What follows belongs to an exercise in optimizing a design on an open flow for small area, a short achievable clock period and few clock cycles; a production flow would make more cautious choices. Only simulation tests tie the RTL to the original design; equivalence was not proved. Power is estimated from default activity; no workload was simulated.

// BETA_CORE
module BETA_CORE(
    input CLK,
    input RESET,
    input IRQ,
    input [31:0] MRD,
    input [31:0] ID,
    output [31:0] IA,
    output [31:0] MA,
    output MOE,
    output MWR,
    output [31:0] MWD
    );
localparam [5:0] OP_LD = 6'b011000, OP_ST = 6'b011001, OP_JMP = 6'b011011,
                 OP_BEQ = 6'b011100, OP_BNE = 6'b011101, OP_LDR = 6'b011111;
reg [31:0] pc_base;      
reg [30:0] pc_tgt;       
reg        pc_tk;        
wire [31:0] pc = pc_tk ? {pc_base[31], pc_tgt} : pc_base;
reg        s2_we;        
reg [4:0]  s2_wa;        
reg        s2_ld;        
reg        s2_st;        
reg        s2_cin;       
reg [3:0]  s2_fn;        
reg [31:0] s2_a;        
reg [31:0] s2_b;        
reg [31:0] s2_d;         
reg [4:0]  s2_sh;        
wire [31:0] sum;
  wire [31:0] s2_p = s2_a ^ s2_b;
  wire [31:0] s2_g = s2_a & s2_b;
  ALU_KSADD add (.P(s2_p), .G(s2_g), .CIN(s2_cin), .SUM(sum));
  wire eq = &s2_p;
  wire lt = s2_p[31] ? sum[31] : s2_g[31];
  wire cmp = s2_fn[1] ? (lt | (s2_fn[0] ? 1'b0 : eq)) : (s2_fn[0] ? lt : eq);
  wire        shl  = ~s2_fn[1] & ~s2_fn[0];
  wire        fill = s2_fn[1] & s2_a[31];
  wire [4:0]  sk = ~s2_sh;
  wire [4:0]  sl = s2_sh & {5{shl}};
  wire [4:0]  sr = s2_sh & {5{~shl}};
  wire [31:0] l0, l1, l2, l3, l4, sh;
  genvar si2;
  generate
    for (si2 = 0; si2 < 32; si2 = si2 + 1) begin : SHF
      ALU_INV    n  (.a(s2_a[si2]), .y(l0[si2]));
      ALU_A222OI h0 (.a1(sk[0]), .a2(l0[si2]),
                     .b1(sl[0]), .b2(si2 >= 1  ? l0[(si2+31)%32] : 1'b1),
                     .c1(sr[0]), .c2(si2 + 1  < 32 ? l0[(si2+1)%32]  : ~fill), .y(l1[si2]));
      ALU_A222OI h1 (.a1(sk[1]), .a2(l1[si2]),
                     .b1(sl[1]), .b2(si2 >= 2  ? l1[(si2+30)%32] : 1'b0),
                     .c1(sr[1]), .c2(si2 + 2  < 32 ? l1[(si2+2)%32]  :  fill), .y(l2[si2]));
      ALU_A222OI h2 (.a1(sk[2]), .a2(l2[si2]),
                     .b1(sl[2]), .b2(si2 >= 4  ? l2[(si2+28)%32] : 1'b1),
                     .c1(sr[2]), .c2(si2 + 4  < 32 ? l2[(si2+4)%32]  : ~fill), .y(l3[si2]));
      ALU_A222OI h3 (.a1(sk[3]), .a2(l3[si2]),
                     .b1(sl[3]), .b2(si2 >= 8  ? l3[(si2+24)%32] : 1'b0),
  ...
Size in the first run: about 3,800 cells after synthesis, about 1,200 flip-flops, ~170 I/O pins, about 0.052 mm^2 of cells after synthesis.
==> flow/config.mk <==
export PLATFORM = sky130hd
export DESIGN_NAME = BETA_CORE
export DESIGN_NICKNAME = BETA_CORE
export VERILOG_FILES = /design/flow/design.v
export SDC_FILE = /design/flow/constraint.sdc
export NUM_CORES = 8
export LEC_CHECK = 0
export CAP_MARGIN = 20
export CORE_MARGIN = 2
export CORE_UTILIZATION = 40
export CTS_CLUSTER_DIAMETER = 100
export CTS_CLUSTER_SIZE = 20
export SLEW_MARGIN = 20
export SYNTH_HIERARCHICAL = 1
==> flow/constraint.sdc <==
create_clock -name core_clock -period 13.0 [get_ports {CLK}]
set_input_delay 2.6000 -clock core_clock [delete_from_list [all_inputs] [get_ports {CLK}]]
set_output_delay 2.6000 -clock core_clock [all_outputs]
set_load 0.01 [all_outputs]
standard.sh (not shown) runs the stock make flow with config.mk's settings and CLKGATE_MAP_FILE= SYNTH_SCRIPT=/design/flow/synth_recipe.tcl, a recipe that flattens the netlist after the stock synthesis.
==> flow/flow/run.sh <==
#!/bin/bash
# The standard synthesis and layout (standard.sh), with these changes to
# how ORFS makes the layout (the SDC and clock period are the standard flow's):
#  - timing repair aims at a larger setup margin, so that it works on the
#    paths that set the achieved period;
#  - port buffers are buf_1 cells (every port still gets its buffer);
#  - ABC maps with a 1 fF output load per module instead of 5 fF, so the
#    small one-cell modules get minimum-size cells (registers unchanged).
# The tools' full output is in flow_make.log and in orfs/logs/.
set -euo pipefail
bash standard.sh SETUP_SLACK_MARGIN=7.6 ABC_LOAD_IN_FF=1 \
  "BUFFER_PORTS_ARGS=-buffer_cell sky130_fd_sc_hd__buf_1" \
  finish > flow_make.log 2>&1
The starting point completed with no timing, DRC or antenna violations.
Testbench counts at the start, summed over its fixed seeds: cycles 24,745.
==> next run, changes <==
==> flow/flow/run.sh (replaced) <==
#!/bin/bash
# The standard synthesis and layout (standard.sh), with these changes to
# how ORFS makes the layout (the SDC and clock period are the standard flow's):
#  - timing repair aims at a larger setup margin, so that it works on the
#    paths that set the achieved period;
#  - port buffers are buf_2 cells (every port still gets its buffer).
# The tools' full output is in flow_make.log and in orfs/logs/.
set -euo pipefail
bash standard.sh SETUP_SLACK_MARGIN=7.6 \
  "BUFFER_PORTS_ARGS=-buffer_cell sky130_fd_sc_hd__buf_2" \
  finish > flow_make.log 2>&1
Settings changed: CORE_UTILIZATION 40 to 55.
Result: The changed run completed with no timing, DRC or antenna violations; total power rises by 2.3%; non-clock buffer count falls by 21; worst setup slack got worse by 0.12 ns; final area falls by 0.45%; register-to-register slack improved by 0.05 ns; routed wire length rises by 1.0%; final cell count falls by 8.1%; die area falls by 26%.

* * *

BETA_CORE again, from the RTL that the note above started with.
clock: 13.0 ns
lec_check: 0
cap_margin: 20
core_margin: 2
core_utilization: 40
cts_cluster_diameter: 100
cts_cluster_size: 20
slew_margin: 20
synth_hierarchical: 1
==> flow/flow/run.sh <==
#!/bin/bash
# The standard synthesis and layout (standard.sh), with these changes to
# how ORFS makes the layout (the SDC and clock period are the standard flow's):
#  - timing repair aims at a larger setup margin, so that it works on the
#    paths that set the achieved period;
#  - port buffers are buf_1 cells (every port still gets its buffer);
#  - ABC maps with a 1 fF output load per module instead of 5 fF, so the
#    small one-cell modules get minimum-size cells (registers unchanged).
# The tools' full output is in flow_make.log and in orfs/logs/.
set -euo pipefail
bash standard.sh SETUP_SLACK_MARGIN=7.75 ABC_LOAD_IN_FF=1 \
  "BUFFER_PORTS_ARGS=-buffer_cell sky130_fd_sc_hd__buf_1" \
  finish > flow_make.log 2>&1
The first run went through all stages and came out clean.
Testbench counts at the start, summed over its fixed seeds: cycles 24,745.
==> next run, changes <==
==> flow/flow/run.sh (replaced) <==
#!/bin/bash
# The standard synthesis and layout (standard.sh), with these changes to
# how ORFS makes the layout (the SDC and clock period are the standard flow's):
#  - timing repair aims at a larger setup margin, so that it works on the
#    paths that set the achieved period;
#  - port buffers are buf_2 cells (every port still gets its buffer);
#  - ABC maps with a 1 fF output load per module instead of 5 fF, so the
#    small one-cell modules get minimum-size cells (registers unchanged).
# The tools' full output is in flow_make.log and in orfs/logs/.
set -euo pipefail
bash standard.sh SETUP_SLACK_MARGIN=7.6 ABC_LOAD_IN_FF=1 \
  "BUFFER_PORTS_ARGS=-buffer_cell sky130_fd_sc_hd__buf_2" \
  finish > flow_make.log 2>&1
Clock skew went down by 0.010 ns. Design area falls by 0.91%. Critical path depth does not change. Non-clock buffer count goes up by 12. Global-route usage rises by 0.61 points. Die area does not change. Total power shrinks by 1.3%.
==> next run, changes <==
--- a/flow/flow/run.sh
+++ b/flow/flow/run.sh
@@ -9,5 +9,5 @@
 # The tools' full output is in flow_make.log and in orfs/logs/.
 set -euo pipefail
-bash standard.sh SETUP_SLACK_MARGIN=7.6 ABC_LOAD_IN_FF=1 \
+bash standard.sh SETUP_SLACK_MARGIN=7.75 ABC_LOAD_IN_FF=1 \
   "BUFFER_PORTS_ARGS=-buffer_cell sky130_fd_sc_hd__buf_2" \
   finish > flow_make.log 2>&1
The new run finished clean.
Non-clock buffer count fell by 14.
Routed wire length barely changes.
Total power rose slightly.
Area after synthesis does not change.
Utilization rose by 0.30 points.
Cell area rose slightly.
First-iteration DRC count fell by a few percent.
Count of clock-buffer cells in the layout fell by 2.
Worst setup slack improves by 0.015 ns.

* * *

BETA_CORE, a different RTL version from the one above (not shown whole).
Size: about 3,800 cells after synthesis, roughly 170 I/O pins, about 0.053 mm2 of cells after synthesis.
// BETA_CORE
module BETA_CORE(
    input CLK,
    input RESET,
    input IRQ,
    input [31:0] MRD,
    input [31:0] ID,
    output [31:0] IA,
    output [31:0] MA,
    output MOE,
    output MWR,
    output [31:0] MWD
    );
localparam [5:0] OP_LD = 6'b011000, OP_ST = 6'b011001, OP_JMP = 6'b011011,
                 OP_BEQ = 6'b011100, OP_BNE = 6'b011101, OP_LDR = 6'b011111;
reg [31:0] pc_base;      
reg [30:0] pc_tgt;       
reg        pc_tk;        
wire [31:0] pc = pc_tk ? {pc_base[31], pc_tgt} : pc_base;
reg        s2_we;        
reg [4:0]  s2_wa;        
reg        s2_ld;        
reg        s2_st;        
reg        s2_cin;       
reg [3:0]  s2_fn;        
reg [31:0] s2_a;        
reg [31:0] s2_b;        
reg [31:0] s2_d;         
reg [4:0]  s2_sh;        
wire [31:0] sum;
  wire [31:0] s2_p = s2_a ^ s2_b;
  wire [31:0] s2_g = s2_a & s2_b;
  ALU_KSADD add (.P(s2_p), .G(s2_g), .CIN(s2_cin), .SUM(sum));
  wire eq = &s2_p;
  ...
export LEC_CHECK = 0
export CAP_MARGIN = 20
export CORE_MARGIN = 2
export CORE_UTILIZATION = 40
export CTS_CLUSTER_DIAMETER = 100
export CTS_CLUSTER_SIZE = 20
export SLEW_MARGIN = 20
export SYNTH_HIERARCHICAL = 1
create_clock -name core_clock -period 13.0 [get_ports {CLK}]
==> flow/flow/run.sh <==
#!/bin/bash
# The standard synthesis and layout (standard.sh), with these changes to
# how ORFS makes the layout (the SDC and clock period are the standard flow's):
#  - timing repair aims at a larger setup margin, so that it works on the
#    paths that set the achieved period;
#  - port buffers are buf_2 cells (every port still gets its buffer).
# The tools' full output is in flow_make.log and in orfs/logs/.
set -euo pipefail
bash standard.sh SETUP_SLACK_MARGIN=7.8 \
  "BUFFER_PORTS_ARGS=-buffer_cell sky130_fd_sc_hd__buf_2" \
  finish > flow_make.log 2>&1
The first run produced a clean layout.
Testbench counts at the start, summed over its fixed seeds: cycles 24,737.
Then changed:
--- a/flow/flow/run.sh
+++ b/flow/flow/run.sh
@@ -7,5 +7,5 @@
 # The tools' full output is in flow_make.log and in orfs/logs/.
 set -euo pipefail
-bash standard.sh SETUP_SLACK_MARGIN=7.8 \
+bash standard.sh SETUP_SLACK_MARGIN=7.5 \
   "BUFFER_PORTS_ARGS=-buffer_cell sky130_fd_sc_hd__buf_2" \
   finish > flow_make.log 2>&1
Result: The changed run ran to the end with no violations; count of clock-buffer cells in the layout shrinks by 6; critical path depth shrinks by 1; register-to-register slack improved by 0.33 ns; sequential cell count does not change; clock skew fell by 0.016 ns; cell area went down by a few percent; power drops slightly; via count goes down slightly; wire length hardly moves; hold slack improved by 0.035 ns; fmax is higher by a few percent.

## afterwards: timing with drivers on the ports
Ports are ideal in the flow. The routed layouts listed here were re-timed in OpenROAD. Step 1 (the two cells are an assumption about what drives the block):
set clk [get_ports {CLK}]
set_driving_cell -lib_cell sky130_fd_sc_hd__clkbuf_16 $clk
set_driving_cell -lib_cell sky130_fd_sc_hd__buf_2 [delete_from_list [all_inputs] $clk]
Step 2 adds t to the input delays and takes it off the output delays; t is the mean of the earliest and latest rising clock arrival at the registers after step 1. Input paths then give back, and output paths get back, about the clock's delay inside the block. Slacks: no drivers / after step 1 / after step 2; pairs: no drivers / after step 1.
| run | shift t [ns] | setup slack, ns | clock arrival spread, ns | worst slew at a driven data input, ns | cell pins on the clock port's net |
|---|---|---|---|---|---|
| the first run of note 1 | 0.735 | 7.451 / 7.409 / 6.751 | 0.056 / 0.056 | 0.19 | 1 |
| the second run of note 1 | 0.758 | 7.336 / 7.314 / 6.557 | 0.043 / 0.043 | 0.12 | 1 |
| the first run of note 2 | 0.746 | 7.445 / 7.405 / 6.885 | 0.054 / 0.054 | 0.19 | 1 |
| the second run of note 2 | 0.740 | 7.492 / 7.449 / 6.812 | 0.047 / 0.047 | 0.23 | 1 |
| the third run of note 2 | 0.754 | 7.507 / 7.468 / 6.808 | 0.060 / 0.061 | 0.18 | 1 |
| the first run of note 3 | 0.740 | 7.244 / 7.214 / 6.473 | 0.050 / 0.051 | 0.15 | 1 |
| the second run of note 3 | 0.740 | 7.396 / 7.405 / 6.665 | 0.034 / 0.034 | 0.09 | 1 |
After both steps every run listed still meets setup and hold. For the second run of note 1, which loses most, drivers alone change the setup slack by -0.022 ns; drivers and shift together by -0.779 ns.
